This design comes from an exercise in tuning for small area on the open sky130 flow, not from production work. At most, simulation tests tie the RTL to the original design; equivalence was not proved. The clock port is modelled as an ideal driver; clocking choices that lean on that would not hold on a real chip.

## old
==> flow/design.v <==
`timescale 1ns / 1ps
module clkdiv(
    input wire clk,
    input wire clr,
    output wire ce25
    );
	reg t;
	always @(posedge clk or posedge clr)
		if (clr)
			t <= 1'b0;
		else
			t <= ~t;
	assign ce25 = ~t;
endmodule
`timescale 1ns / 1ps
module key_ctrl(
    input wire clk,
    input wire ce25,
    input wire clr,
    input wire kbClk,
    input wire kbData,
    output reg [2:0] k1,
    output reg k2f0
    );
	reg cv, dv;
	reg [1:0] cc, dc;
	reg cF, dF;
	always @(posedge clk or posedge clr)
		if (clr) begin
			cv <= 1'b0;
			dv <= 1'b0;
			cc <= 2'd2;
			dc <= 2'd2;
			cF <= 1'b1;
			dF <= 1'b1;
		end else if (ce25) begin
			cv <= kbClk;
			dv <= kbData;
			cc <= (kbClk != cv) ? 2'd0 : (cc == 2'd3) ? 2'd3 : cc + 2'd1;
			dc <= (kbData != dv) ? 2'd0 : (dc == 2'd3) ? 2'd3 : dc + 2'd1;
			if (cc == 2'd3) cF <= cv;
			if (dc == 2'd3) dF <= dv;
		end
	reg [1:0] fr;
	reg hi;
	reg [3:0] bc;
	reg [3:0] r;
	function [2:0] lowcls(input [3:0] lo, input d4);
		case ({lo, d4})
			5'b1101_1: lowcls = 3'b001;	 
			5'b1100_1: lowcls = 3'b010;	 
			5'b1011_1: lowcls = 3'b100;	 
			5'b0011_0: lowcls = 3'b110;	 
			5'b0000_0: lowcls = 3'b111;	 
			5'b0000_1: lowcls = 3'b011;	 
			default:   lowcls = 3'b000;
		endcase
	endfunction
	wire ehi = (r[1] & r[0]) | (r[2] & r[1] & ~r[0] & (bc == 4'd6));
	always @(posedge clk)
		if (ce25 && fr != 2'd0 && !hi && !cF && bc != 4'd0 && bc <= 4'd8) begin
			if (bc <= 4'd4)
				r <= {dF, r[3:1]};
			else if (bc == 4'd5)
				r <= {1'b0, lowcls(r, dF)};
			else if (dF != ehi)
				r <= 4'd0;
		end
	wire isF0 = (r[2:0] == 3'b011);
	always @(posedge clk or posedge clr)
		if (clr) begin
			fr <= 2'd0;
			hi <= 1'b0;
			bc <= 4'd0;
			k1 <= 3'd0;
			k2f0 <= 1'b0;
		end else if (ce25) begin
			if (fr == 2'd0) begin
				if (!dF) fr <= 2'd1;
			end else if (hi) begin
				if (cF) begin
					hi <= 1'b0;
					bc <= bc + 4'd1;
				end
			end else if (bc < 4'd11) begin
				if (!cF) hi <= 1'b1;
			end else if (bc == 4'd11) begin
				bc <= 4'd12;
			end else if (bc == 4'd12) begin
				if (fr == 2'd2) begin
					k2f0 <= isF0;
					bc <= 4'd13;
				end else begin
					if (fr == 2'd1) k1 <= isF0 ? 3'b000 : r[2:0];
					fr <= (fr == 2'd1) ? 2'd2 : 2'd1;
					bc <= 4'd0;
				end
			end else begin
				bc <= 4'd0;
				if (k2f0) fr <= 2'd3;
				else if (k1[1] & k1[0]) fr <= 2'd1;	 
				else fr <= 2'd2;
			end
		end
endmodule
`timescale 1ns / 1ps
module sev_seg(
    input clock,
    input reset,
    input [3:0] digit3,
    input [3:0] digit2,
    input [3:0] digit1,
    input [3:0] digit0,
    input blank,             
    output [7:0] s,
    output dp,
    output [3:0] an
    );
	reg [15:0] lf;
	reg [1:0] q;
	wire z = ~|lf[14:0];
	wire fb = lf[15] ^ lf[13] ^ lf[12] ^ lf[10] ^ z;
	wire wrap = lf[15] & z;
	always @(posedge clock or posedge reset)
		if (reset) begin
			lf <= 16'd0;
			q <= 2'd0;
		end else begin
			lf <= {lf[14:0], fb};
			if (wrap) q <= q + 2'd1;
		end
	reg [3:0] dg;
	always @(*)
		case (q)
			2'd0: dg = digit0;
			2'd1: dg = digit1;
			2'd2: dg = digit2;
			default: dg = digit3;
		endcase
	wire [3:0] v = blank ? 4'd0 : dg;
	reg [6:0] temp;
	always @(*)
		case (v)
			4'd0 : temp = 7'b1000000;
			4'd1 : temp = 7'b1111001;
			4'd2 : temp = 7'b0100100;
			4'd3 : temp = 7'b0110000;
			4'd4 : temp = 7'b0011001;
			4'd5 : temp = 7'b0010010;
			4'd6 : temp = 7'b0000010;
			4'd7 : temp = 7'b1111000;
			4'd8 : temp = 7'b0000000;
			4'd9 : temp = 7'b0010000;
			4'd10 : temp = 7'b0001100;
			4'd11 : temp = 7'b0111000;
			4'd12 : temp = 7'b0010000;
			4'd13 : temp = 7'b0010010;
			4'd14 : temp = 7'b0001010;
			default : temp = 7'b1111000;
		endcase
	assign s = {1'b0, temp};
	assign an = ~(4'b0001 << q);
	assign dp = ~(q == 2'd3);
endmodule
`timescale 1ns / 1ps
module top_control(
    input kbClk,
    input kbData,
    input clk,
    input clr,
    output [7:0] seg,
    output [3:0] anode,
    output dec
    );
wire keyCe;
wire [2:0] k1;
wire k2f0;
clkdiv U1 (.clk(clk), .clr(clr), .ce25(keyCe));
key_ctrl U2 (.clk(clk), .ce25(keyCe), .clr(clr), .kbClk(kbClk), .kbData(kbData),
		.k1(k1), .k2f0(k2f0));
	wire kW = k1[0] & ~k1[2];		 
	wire kA = k1[1] & ~k1[2];		 
	wire kS = k1[2] & ~k1[1];		 
	wire kD = k1[2] & k1[1] & ~k1[0] & k2f0;	 
	localparam [2:0] IDLE = 3'd0, INC = 3'd4, TSTART = 3'd2, RUN = 3'd3, STOP = 3'd1;
	reg [2:0] st, stn;
	always @(*)
		case (st)
			IDLE:    stn = kD ? INC : (kA ? TSTART : IDLE);
			INC:     stn = STOP;
			TSTART:  stn = RUN;
			RUN:     stn = kS ? STOP : RUN;
			STOP:    stn = kA ? RUN : STOP;
			default: stn = IDLE;
		endcase
	always @(posedge clk or posedge clr)
		if (clr)
			st <= IDLE;
		else if (kW)
			st <= IDLE;
		else
			st <= stn;
	wire idle = (st == IDLE);
	wire blank = idle & ~kD;
	wire run = (st == TSTART) | ((st == RUN) & ~kS) | ((st == STOP) & kA);
	localparam [16:0] TEND = 17'd43223;
	reg [16:0] tk;
	wire click = (tk == TEND);
	wire tkeep = ~kW & ~click & ~idle;
	wire tstep = tkeep & run;
	wire thold = tkeep & ~run;
	wire [16:0] tnx = {tk[15:0], ~(tk[16] ^ tk[13])};
	always @(posedge clk)
		tk <= ({17{tstep}} & tnx) | ({17{thold}} & tk);
	function [3:0] bcdnext(input [3:0] d, input ci, input w);
		reg [3:0] t;
		begin
			t[0] = ci;
			t[1] = ci & d[0] & ~d[3];
			t[2] = ci & d[0] & d[1];
			t[3] = ci & d[0] & (d[3] | (d[2] & d[1]));
			bcdnext = (d ^ t) & {4{~w}};
		end
	endfunction
	reg [3:0] c0, c1, c2, c3;
	wire i0 = kD | click;
	wire i1 = i0 & c0[3] & c0[0];
	wire i2 = i1 & c1[3] & c1[0];
	wire i3 = i2 & c2[3] & c2[0];
	wire cw = kW | blank;
	always @(posedge clk) begin
		c0 <= bcdnext(c0, i0, cw);
		c1 <= bcdnext(c1, i1, cw);
		c2 <= bcdnext(c2, i2, cw);
		c3 <= bcdnext(c3, i3, cw);
	end
sev_seg U3 (.clock(clk), .reset(clr), .digit0(c0), .digit1(c1), .digit2(c2), .digit3(c3),
		.blank(blank), .s(seg), .dp(dec), .an(anode));
endmodule
Settings: LEC_CHECK=0, CAP_MARGIN=20, CORE_MARGIN=2, CORE_UTILIZATION=40, SLEW_MARGIN=20; clock period 10.0 ns.
standard.sh (not shown) runs the stock make flow with config.mk's settings and CLKGATE_MAP_FILE= SYNTH_SCRIPT=/design/flow/synth_recipe.tcl, a recipe that flattens the netlist after the stock synthesis.
==> flow/flow/run.sh <==
#!/bin/bash
# Standard ORFS flow with an area-oriented synthesis: no adder extraction,
# and an ABC script of our own (flow/abc_area.script). Port buffers use buf_1.
# CTS without dummy loads; afterwards flow/post_cts.tcl downsizes clock
# buffers that have slew to spare.
set -euo pipefail
W=$(pwd)
rm -rf "$W/scripts_mod"
cp -r "$FLOW_HOME/scripts" "$W/scripts_mod"
cp "$W/flow/abc_area.script" "$W/scripts_mod/abc_area.script"
bash standard.sh ADDER_MAP_FILE= ABC_AREA=1 SCRIPTS_DIR="$W/scripts_mod" \
  "BUFFER_PORTS_ARGS=-buffer_cell sky130_fd_sc_hd__buf_1" POST_CTS_TCL="$W/flow/post_cts.tcl" "CTS_ARGS=-sink_clustering_enable -repair_clock_nets -dont_use_dummy_load -buf_list {sky130_fd_sc_hd__clkbuf_8} -sink_clustering_size 40 -sink_clustering_max_diameter 200" finish > "$W/flow_make.log" 2>&1
==> flow/flow/abc_area.script <==
&get -n
&st
&deepsyn -T 20
&dch -f
&nf -R 1000
&put
topo
==> flow/flow/post_cts.tcl <==
# Downsize clock-tree buffers where the flip-flop clock pins still see a
# small slew. Each buffer is tried with smaller clkbuf cells and kept at the
# smallest one that leaves every clock-pin slew under the limit.
set pc_limit 0.110
proc pc_max_clk_slew {} {
  set a 0
  foreach p [get_pins -hierarchical */CLK] {
    set s [get_property $p slew_max]
    if {$s > $a} { set a $s }
  }
  return $a
}
estimate_parasitics -placement
puts "post_cts: max clock-pin slew before [pc_max_clk_slew]"
foreach inst [get_cells clkbuf_*] {
  set orig [get_property [get_property $inst liberty_cell] name]
  foreach c {sky130_fd_sc_hd__clkbuf_2 sky130_fd_sc_hd__clkbuf_4} {
    if {$c == $orig} { break }
    replace_cell $inst $c
    estimate_parasitics -placement
    set s [pc_max_clk_slew]
    if {$s <= $pc_limit} {
      puts "post_cts: [get_full_name $inst] $orig -> $c (max clock-pin slew $s)"
      set orig ""
      break
    }
    replace_cell $inst $orig
  }
  if {$orig != ""} { estimate_parasitics -placement }
}
puts "post_cts: max clock-pin slew after [pc_max_clk_slew]"
Relative to old, the following input files were edited for new:
--- a/flow/design.v
+++ b/flow/design.v
@@ -45,27 +45,18 @@
 	reg hi;
 	reg [3:0] bc;
-	reg [3:0] r;
-	function [2:0] lowcls(input [3:0] lo, input d4);
-		case ({lo, d4})
-			5'b1101_1: lowcls = 3'b001;	 
-			5'b1100_1: lowcls = 3'b010;	 
-			5'b1011_1: lowcls = 3'b100;	 
-			5'b0011_0: lowcls = 3'b110;	 
-			5'b0000_0: lowcls = 3'b111;	 
-			5'b0000_1: lowcls = 3'b011;	 
-			default:   lowcls = 3'b000;
-		endcase
-	endfunction
-	wire ehi = (r[1] & r[0]) | (r[2] & r[1] & ~r[0] & (bc == 4'd6));
+	reg [7:0] sh;
 	always @(posedge clk)
-		if (ce25 && fr != 2'd0 && !hi && !cF && bc != 4'd0 && bc <= 4'd8) begin
-			if (bc <= 4'd4)
-				r <= {dF, r[3:1]};
-			else if (bc == 4'd5)
-				r <= {1'b0, lowcls(r, dF)};
-			else if (dF != ehi)
-				r <= 4'd0;
-		end
-	wire isF0 = (r[2:0] == 3'b011);
+		if (ce25 && fr != 2'd0 && !hi && !cF && bc <= 4'd8)
+			sh <= {dF, sh[7:1]};
+	reg [2:0] cls;
+	always @(*)
+		case (sh)
+			8'h1D: cls = 3'b001;
+			8'h1C: cls = 3'b010;
+			8'h1B: cls = 3'b100;
+			8'h23: cls = 3'b110;
+			8'hE0: cls = 3'b111;
+			default: cls = 3'd0;
+		endcase
 	always @(posedge clk or posedge clr)
 		if (clr) begin
@@ -89,8 +80,8 @@
 			end else if (bc == 4'd12) begin
 				if (fr == 2'd2) begin
-					k2f0 <= isF0;
+					k2f0 <= (sh == 8'hF0);
 					bc <= 4'd13;
 				end else begin
-					if (fr == 2'd1) k1 <= isF0 ? 3'b000 : r[2:0];
+					if (fr == 2'd1) k1 <= cls;
 					fr <= (fr == 2'd1) ? 2'd2 : 2'd1;
 					bc <= 4'd0;
Notes after the runs:
new finished every step from synthesis to the final layout, and the layout passed the timing, DRC and antenna checks. Per the comparison of new with old, relative area change from synthesis to final layout barely changed, post-layout utilization of the core climbed 0.28 points, critical path depth climbed 1, total via count in the routed design dropped 2.5%. Diff old -> new: flip-flop and latch share of the layout cell area moved up, fraction of area in multi-input gates lost 2.4 points.
No functional check of the RTL was part of new.

what the ideal ports hide:
No port has a modelled driver above. Below, the same layouts with a new extraction and two added sets of constraints. Step 1, drivers: a clkbuf_16 drives clk and a buf_2 each remaining input, both assumed. Step 2 adds t to the input delays and takes it off the output delays; t is the mean of the earliest and latest rising clock arrival at the registers after step 1. Input paths then give back, and output paths get back, about the clock's delay inside the block. Slacks: no drivers / after step 1 / after step 2; pairs: no drivers / after step 1.
run	t, ns	setup WS [ns]	slew at the worst register clock pin (ns)
old	0.481	5.649 / 5.622 / 6.102	0.10 / 0.10
new	0.532	5.599 / 5.572 / 6.104	0.10 / 0.10
After both steps every run listed still meets setup and hold.
